Background: an optimization exercise with open tools, aiming at small area, a short achievable clock period and few clock cycles. Do not read the settings as production practice.
Where RTL was checked, it was by simulation tests only, not by an equivalence proof against the original.
No activity file was given, so power comes from the tool's default toggle rates.

juniper:
// chris_slave
module chris_slave (
		input  wire [3:0]  avs_s0_address,
		input  wire        avs_s0_read,
		output wire [31:0] avs_s0_readdata,
		input  wire        avs_s0_write,
		input  wire [31:0] avs_s0_writedata,
		output wire        avs_s0_waitrequest,
		input  wire        clock_clk,
		input  wire        reset_reset,
		output wire        LEDR
	);
	wire [3:0]  a   = avs_s0_address;
	wire [31:0] wd  = avs_s0_writedata;
	wire        rst = reset_reset;
	wire        wr  = avs_s0_write;
	wire        rd  = avs_s0_read;
	reg  [31:0] v0, v1, v2, v3, v4, v5, v6, v7, v8;
	reg  [31:0] rdata;     
	reg  [31:0] n1, n2, o2;
	reg  [2:0]  k;         
	reg         pv;        
	reg         wait_q;    
	reg         wait2;     
	reg         led_q;     
	assign avs_s0_readdata    = rdata;
	assign avs_s0_waitrequest = wait_q;
	assign LEDR               = led_q;
	wire [31:0] wdm = wd & {32{~rst}};
	always @(posedge clock_clk) begin
		if (rst | (wr && a == 4'd0)) v0 <= wdm;
		if (rst | (wr && a == 4'd1)) v1 <= wdm;
		if (rst | (wr && a == 4'd2)) v2 <= wdm;
		if (rst | (wr && a == 4'd3)) v3 <= wdm;
		if (rst | (wr && a == 4'd4)) v4 <= wdm;
		if (rst | (wr && a == 4'd5)) v5 <= wdm;
		if (rst | (wr && a == 4'd6)) v6 <= wdm;
		if (rst | (wr && a == 4'd7)) v7 <= wdm;
		if (rst | (wr && a == 4'd8)) v8 <= wdm;
	end
	reg  [31:0] vmux;
	always @(*) begin
		case (a)
			4'd0: vmux = v0;
			4'd1: vmux = v1;
			4'd2: vmux = v2;
			4'd3: vmux = v3;
			4'd4: vmux = v4;
			4'd5: vmux = v5;
  ...
For scale: about 2,600 cells after synthesis, roughly 74 I/O pins, ~25,000 um2 of cells after synthesis.
==> module chris_slave, before the edit <==
module chris_slave (
		input  wire [3:0]  avs_s0_address,
		input  wire        avs_s0_read,
		output wire [31:0] avs_s0_readdata,
		input  wire        avs_s0_write,
		input  wire [31:0] avs_s0_writedata,
		output wire        avs_s0_waitrequest,
		input  wire        clock_clk,
		input  wire        reset_reset,
		output wire        LEDR
	);
	wire [3:0]  a   = avs_s0_address;
	wire [31:0] wd  = avs_s0_writedata;
	wire        rst = reset_reset;
	wire        wr  = avs_s0_write;
	wire        rd  = avs_s0_read;
	reg  [31:0] v0, v1, v2, v3, v4, v5, v6, v7, v8;
	reg  [31:0] rdata;     
	reg  [31:0] n1, n2, o2;
	reg  [2:0]  k;         
	reg         pv;        
	reg         wait_q;    
	reg         wait2;     
	reg         led_q;     
	assign avs_s0_readdata    = rdata;
	assign avs_s0_waitrequest = wait_q;
	assign LEDR               = led_q;
	wire [31:0] wdm = wd & {32{~rst}};
	always @(posedge clock_clk) begin
		if (rst | (wr && a == 4'd0)) v0 <= wdm;
		if (rst | (wr && a == 4'd1)) v1 <= wdm;
		if (rst | (wr && a == 4'd2)) v2 <= wdm;
		if (rst | (wr && a == 4'd3)) v3 <= wdm;
		if (rst | (wr && a == 4'd4)) v4 <= wdm;
		if (rst | (wr && a == 4'd5)) v5 <= wdm;
		if (rst | (wr && a == 4'd6)) v6 <= wdm;
		if (rst | (wr && a == 4'd7)) v7 <= wdm;
		if (rst | (wr && a == 4'd8)) v8 <= wdm;
	end
	reg  [31:0] vmux;
	always @(*) begin
		case (a)
			4'd0: vmux = v0;
			4'd1: vmux = v1;
			4'd2: vmux = v2;
			4'd3: vmux = v3;
			4'd4: vmux = v4;
			4'd5: vmux = v5;
			4'd6: vmux = v6;
			4'd7: vmux = v7;
			default: vmux = v8;
		endcase
	end
	wire [31:0] res;
	wire [31:0] rmux = (a == 4'd9) ? res : (a > 4'd9) ? 32'hffffffff : vmux;
	function [31:0] shl;
		input [31:0] x;
		input [1:0] s;
		case (s)
			2'd1: shl = {x[30:0], 1'b0};
			2'd2: shl = {x[29:0], 2'b0};
			default: shl = {x[28:0], 3'b0};
		endcase
	endfunction
	reg [4:0] w;
	always @(*) begin
		case (a)
			4'd0: w = 5'b11_0_01;    
			4'd1: w = 5'b00_0_01;    
			4'd2: w = 5'b10_0_01;    
			4'd3: w = 5'b00_0_10;    
			4'd4: w = 5'b10_0_10;    
			4'd5: w = 5'b10_1_10;    
			4'd6: w = 5'b11_0_11;    
			4'd7: w = 5'b00_0_11;    
			default: w = 5'b10_0_11;    
		endcase
	end
	wire on  = wr && (a[3] == 1'b0 || a == 4'd8);
	wire two = on && w[4];
	wire neg = w[3];
	wire [31:0] wd2  = w[2] ? {wd[30:0], 1'b0} : wd;
	wire [31:0] old2 = w[2] ? {vmux[30:0], 1'b0} : vmux;
	always @(posedge clock_clk) begin
		rdata <= on ? ~shl(vmux, w[1:0]) : rmux;
		n1    <= on ? shl(wd, w[1:0]) : 32'd0;
		n2    <= two ? (neg ? ~wd2 : wd2) : 32'd0;
		o2    <= two ? (neg ? old2 : ~old2) : 32'd0;
		k     <= {two & ~neg, on, two & neg};
		pv    <= on;
	end
	always @(posedge clock_clk) begin
		if (rst) begin
			wait_q <= 1'b0;
			wait2  <= 1'b0;
			led_q  <= 1'b0;
		end else begin
			if (wr && a == 4'd8) begin
				wait_q <= 1'b1;
				wait2  <= 1'b0;
				led_q  <= 1'b1;
			end else if (rd) begin
				if (wait_q) begin
					wait2 <= 1'b1;
					if (wait2) wait_q <= 1'b0;
				end else begin
					led_q <= 1'b0;
				end
			end
		end
	end
	convolution_core acc (
		.clk(clock_clk),
		.reset(rst),
		.t1(n1),
		.t2(n2),
		.t3(rdata & {32{pv}}),
		.t4(o2),
		.k(k),
		.ret(res)
	);
endmodule
Settings: LEC_CHECK=0, ABC_AREA=1, CAP_MARGIN=20, CORE_MARGIN=2, CORE_UTILIZATION=55, CTS_BUF_LIST=sky130_fd_sc_hd__clkbuf_8 sky130_fd_sc_hd__clkbuf_16, CTS_CLUSTER_DIAMETER=80, CTS_CLUSTER_SIZE=24, SETUP_SLACK_MARGIN=3.6, SLEW_MARGIN=20; clock period 6.0 ns.
run.sh (not shown) runs the stock make flow with config.mk's settings and CLKGATE_MAP_FILE= SYNTH_SCRIPT=/design/flow/synth_recipe.tcl, a recipe that flattens the netlist after the stock synthesis.
Setup changes, juniper to pepper
-- flow/design.v --
<<< juniper, line 82
	reg  [31:0] v0, v1, v2, v3, v4, v5, v6, v7, v8;
	reg  [31:0] rdata;     
	reg  [31:0] n1, n2, o2;
	reg  [2:0]  k;         
	reg         pv;        
	reg         wait_q;    
>>> pepper, line 82
	reg  [31:0] v0, v1, v2, v3, v4, v5, v6, v7, v8;
	reg  [31:0] rdata;     
	reg  [31:0] n1, n2;
	reg  [2:0]  k;         
	reg  [4:0]  wq;        
	reg         pv;        
	reg         wait_q;    
<<< juniper, line 123
		input [1:0] s;
		case (s)
			2'd1: shl = {x[30:0], 1'b0};
			2'd2: shl = {x[29:0], 2'b0};
>>> pepper, line 124
		input [1:0] s;
		case (s)
			2'd0: shl = x;
			2'd1: shl = {x[30:0], 1'b0};
			2'd2: shl = {x[29:0], 2'b0};
<<< juniper, line 131
	always @(*) begin
		case (a)
			4'd0: w = 5'b11_0_01;    
			4'd1: w = 5'b00_0_01;    
			4'd2: w = 5'b10_0_01;    
			4'd3: w = 5'b00_0_10;    
			4'd4: w = 5'b10_0_10;    
>>> pepper, line 133
	always @(*) begin
		case (a)
			4'd0: w = 5'b00_0_00;    
			4'd1: w = 5'b00_0_01;    
			4'd2: w = 5'b11_0_10;    
			4'd3: w = 5'b00_0_10;    
			4'd4: w = 5'b10_0_10;    
<<< juniper, line 146
	wire neg = w[3];
	wire [31:0] wd2  = w[2] ? {wd[30:0], 1'b0} : wd;
	wire [31:0] old2 = w[2] ? {vmux[30:0], 1'b0} : vmux;
	always @(posedge clock_clk) begin
		rdata <= on ? ~shl(vmux, w[1:0]) : rmux;
		n1    <= on ? shl(wd, w[1:0]) : 32'd0;
		n2    <= two ? (neg ? ~wd2 : wd2) : 32'd0;
		o2    <= two ? (neg ? old2 : ~old2) : 32'd0;
		k     <= {two & ~neg, on, two & neg};
		pv    <= on;
>>> pepper, line 148
	wire neg = w[3];
	wire [31:0] wd2  = w[2] ? {wd[30:0], 1'b0} : wd;
	always @(posedge clock_clk) begin
		rdata <= rmux;
		wq    <= {two, w[3:0]};
		n1    <= on ? shl(wd, w[1:0]) : 32'd0;
		n2    <= two ? (neg ? ~wd2 : wd2) : 32'd0;
		k     <= {two & ~neg, on, two & neg};
		pv    <= on;
<<< juniper, line 175
		end
	end
	convolution_core acc (
		.clk(clock_clk),
>>> pepper, line 176
		end
	end
	wire [31:0] old2 = wq[2] ? {rdata[30:0], 1'b0} : rdata;
	convolution_core acc (
		.clk(clock_clk),
<<< juniper, line 180
		.t1(n1),
		.t2(n2),
		.t3(rdata & {32{pv}}),
		.t4(o2),
		.k(k),
		.ret(res)
>>> pepper, line 182
		.t1(n1),
		.t2(n2),
		.t3(pv ? ~shl(rdata, wq[1:0]) : 32'd0),
		.t4(wq[4] ? (wq[3] ? old2 : ~old2) : 32'd0),
		.k(k),
		.ret(res)
Results
Looking at the reports, pepper completed the entire flow and the layout it produced met the timing, design-rule and antenna checks.
Relative to juniper, minimum clock period has gone up in pepper.
| width of the die | pepper vs juniper | about 4% lower |
Going from juniper to pepper, combinational share of power +1.9 points, via count -8.0%, final cell count -12%, delay of the slowest cell on the worst path +0.32 ns, post-CTS setup buffer count +51%.
Count of clock-buffer cells in the layout delta for pepper relative to juniper: 1 lower
No run of this note included a check of the RTL's function; only the layout flow was run.

---

ember:
Another version of the RTL of chris_slave (not shown whole).
Size: roughly 3,000 cells after synthesis, ~74 I/O pins, roughly 25,000 um2 of cells after synthesis.
==> module convolution_core, before the edit <==
module convolution_core (
input clk,
input reset,
input [31:0] t1,
input [31:0] t2,
input [31:0] t3,
input [31:0] t4,
input [2:0] k,
output [31:0] ret
);
	reg [31:0] acc_s, acc_c;
	reg        rst_q;
	wire [31:0] g0 = acc_s & acc_c;
	wire [31:0] p0 = acc_s ^ acc_c;
	wire [31:0] g1, p1, g2, p2, g3, p3, g4, p4, g5, p5;
	genvar i;
	generate for (i = 0; i < 32; i = i + 1) begin : pfx
		if (i % 2 == 1) begin
			assign g1[i] = g0[i] | p0[i] & g0[i-1];
			assign p1[i] = p0[i] & p0[i-1];
		end else begin
			assign g1[i] = g0[i]; assign p1[i] = p0[i];
		end
		if (i % 4 >= 2) begin
			assign g2[i] = g1[i] | p1[i] & g1[(i/4)*4+1];
			assign p2[i] = p1[i] & p1[(i/4)*4+1];
		end else begin
			assign g2[i] = g1[i]; assign p2[i] = p1[i];
		end
		if (i % 8 >= 4) begin
			assign g3[i] = g2[i] | p2[i] & g2[(i/8)*8+3];
			assign p3[i] = p2[i] & p2[(i/8)*8+3];
		end else begin
			assign g3[i] = g2[i]; assign p3[i] = p2[i];
		end
		if (i % 16 >= 8) begin
			assign g4[i] = g3[i] | p3[i] & g3[(i/16)*16+7];
			assign p4[i] = p3[i] & p3[(i/16)*16+7];
		end else begin
			assign g4[i] = g3[i]; assign p4[i] = p3[i];
		end
		if (i >= 16) begin
			assign g5[i] = g4[i] | p4[i] & g4[15];
		end else begin
			assign g5[i] = g4[i];
		end
	end endgenerate
	assign ret = p0 ^ {g5[30:0], 1'b0};
	wire [31:0] xs = acc_s;
	wire [31:0] xc = acc_c;
	wire [31:0] sa = xs ^ xc ^ t1;
	wire [31:0] ca = {(xs[30:0] & xc[30:0]) | (xs[30:0] & t1[30:0]) | (xc[30:0] & t1[30:0]), k[0]};
	wire [31:0] sb = t2 ^ t3 ^ t4;
	wire [31:0] cb = {(t2[30:0] & t3[30:0]) | (t2[30:0] & t4[30:0]) | (t3[30:0] & t4[30:0]), k[1]};
	wire [31:0] sc = sa ^ ca ^ sb;
	wire [31:0] cc = {(sa[30:0] & ca[30:0]) | (sa[30:0] & sb[30:0]) | (ca[30:0] & sb[30:0]), k[2]};
	wire [31:0] sd = sc ^ cc ^ cb;
	wire [31:0] cd = {(sc[30:0] & cc[30:0]) | (sc[30:0] & cb[30:0]) | (cc[30:0] & cb[30:0]), 1'b0};
	always @(posedge clk) begin
		rst_q <= reset;
		if (rst_q) begin
			acc_s <= 32'd0;
			acc_c <= 32'd0;
		end else begin
			acc_s <= sd;
			acc_c <= cd;
		end
	end
endmodule
make LEC_CHECK=0 ABC_AREA=1 CAP_MARGIN=20 CORE_MARGIN=2 CORE_UTILIZATION=55 CTS_BUF_LIST='sky130_fd_sc_hd__clkbuf_8 sky130_fd_sc_hd__clkbuf_16' CTS_CLUSTER_DIAMETER=80 CTS_CLUSTER_SIZE=24 SETUP_SLACK_MARGIN=3.6 SLEW_MARGIN=20 finish   # period 6.0 ns
Here is what was changed in the inputs of lagoon compared with ember.
diff --git a/flow/design.v b/flow/design.v
--- a/flow/design.v
+++ b/flow/design.v
@@ -45,10 +45,10 @@
 			assign g5[i] = g4[i];
 		end
 	end endgenerate
 	assign ret = p0 ^ {g5[30:0], 1'b0};
-	wire [31:0] xs = acc_s;
-	wire [31:0] xc = acc_c;
+	wire [31:0] xs = acc_s & {32{~rst_q}};
+	wire [31:0] xc = acc_c & {32{~rst_q}};
 	wire [31:0] sa = xs ^ xc ^ t1;
 	wire [31:0] ca = {(xs[30:0] & xc[30:0]) | (xs[30:0] & t1[30:0]) | (xc[30:0] & t1[30:0]), k[0]};
 	wire [31:0] sb = t2 ^ t3 ^ t4;
 	wire [31:0] cb = {(t2[30:0] & t3[30:0]) | (t2[30:0] & t4[30:0]) | (t3[30:0] & t4[30:0]), k[1]};
@@ -57,15 +57,10 @@
 	wire [31:0] sd = sc ^ cc ^ cb;
 	wire [31:0] cd = {(sc[30:0] & cc[30:0]) | (sc[30:0] & cb[30:0]) | (cc[30:0] & cb[30:0]), 1'b0};
 	always @(posedge clk) begin
 		rst_q <= reset;
-		if (rst_q) begin
-			acc_s <= 32'd0;
-			acc_c <= 32'd0;
-		end else begin
-			acc_s <= sd;
-			acc_c <= cd;
-		end
+		acc_s <= sd;
+		acc_c <= cd;
 	end
 endmodule
 `timescale 1 ps / 1 ps
 module chris_slave (
### Flow results
- [lagoon] data required time at the worst endpoint fell 0.21 ns relative to ember
- Highest ir drop seen on vdd (lagoon over ember): decrease, about 1.2%
- Compared lagoon vs ember, and clock power is down in lagoon.
- The total wire length after detailed routing in lagoon was lower than what ember gave.
- Changes observed in lagoon relative to ember: maximum frequency went up; wire length per cell moved up; design area went down; pin count of the biggest net entering global routing -17; initial antenna violation count flat.
- Of lagoon and ember, the higher number of tap instances belongs to ember.
- In the tables for lagoon and ember, number of global-route vias before repair reads higher with ember.
- In the metrics for lagoon and ember, the one carrying the higher net switching power of the design is lagoon.
Testbench counts of lagoon, summed over its fixed seeds: cycles 63,899.
Function not checked in ember: the RTL went through the layout flow alone.

[re-timing with driven ports]
Ports are ideal in the flow. The routed layouts listed here were re-timed in OpenROAD. Step 1 sets driving cells, clkbuf_16 on the clock port and buf_2 on the other inputs (assumed; they add their load-dependent delay and slew). Step 2 adds t to the input delays and takes it off the output delays; t is the mean of the earliest and latest rising clock arrival at the registers after step 1. Input paths then give back, and output paths get back, about the clock's delay inside the block. Three values: no drivers, after step 1, after step 2; two values: the first two.
run | t, ns | setup slack, ns | worst hold slack (ns) | worst slew at a driven data input, ns
juniper | 0.672 | 3.609 / 3.548 / 2.930 | 0.493 / 0.493 / 0.493 | 0.09
pepper | 0.655 | 3.168 / 3.168 / 2.974 | 0.483 / 0.483 / 0.483 | 0.09
ember | 0.625 | 3.456 / 3.456 / 2.921 | 0.487 / 0.487 / 0.487 | 0.15
lagoon | 0.678 | 3.580 / 3.560 / 2.933 | 0.485 / 0.485 / 0.485 | 0.08
After both steps every run listed still meets setup and hold. For juniper, which loses most, drivers alone change the setup slack by -0.061 ns; drivers and shift together by -0.679 ns.
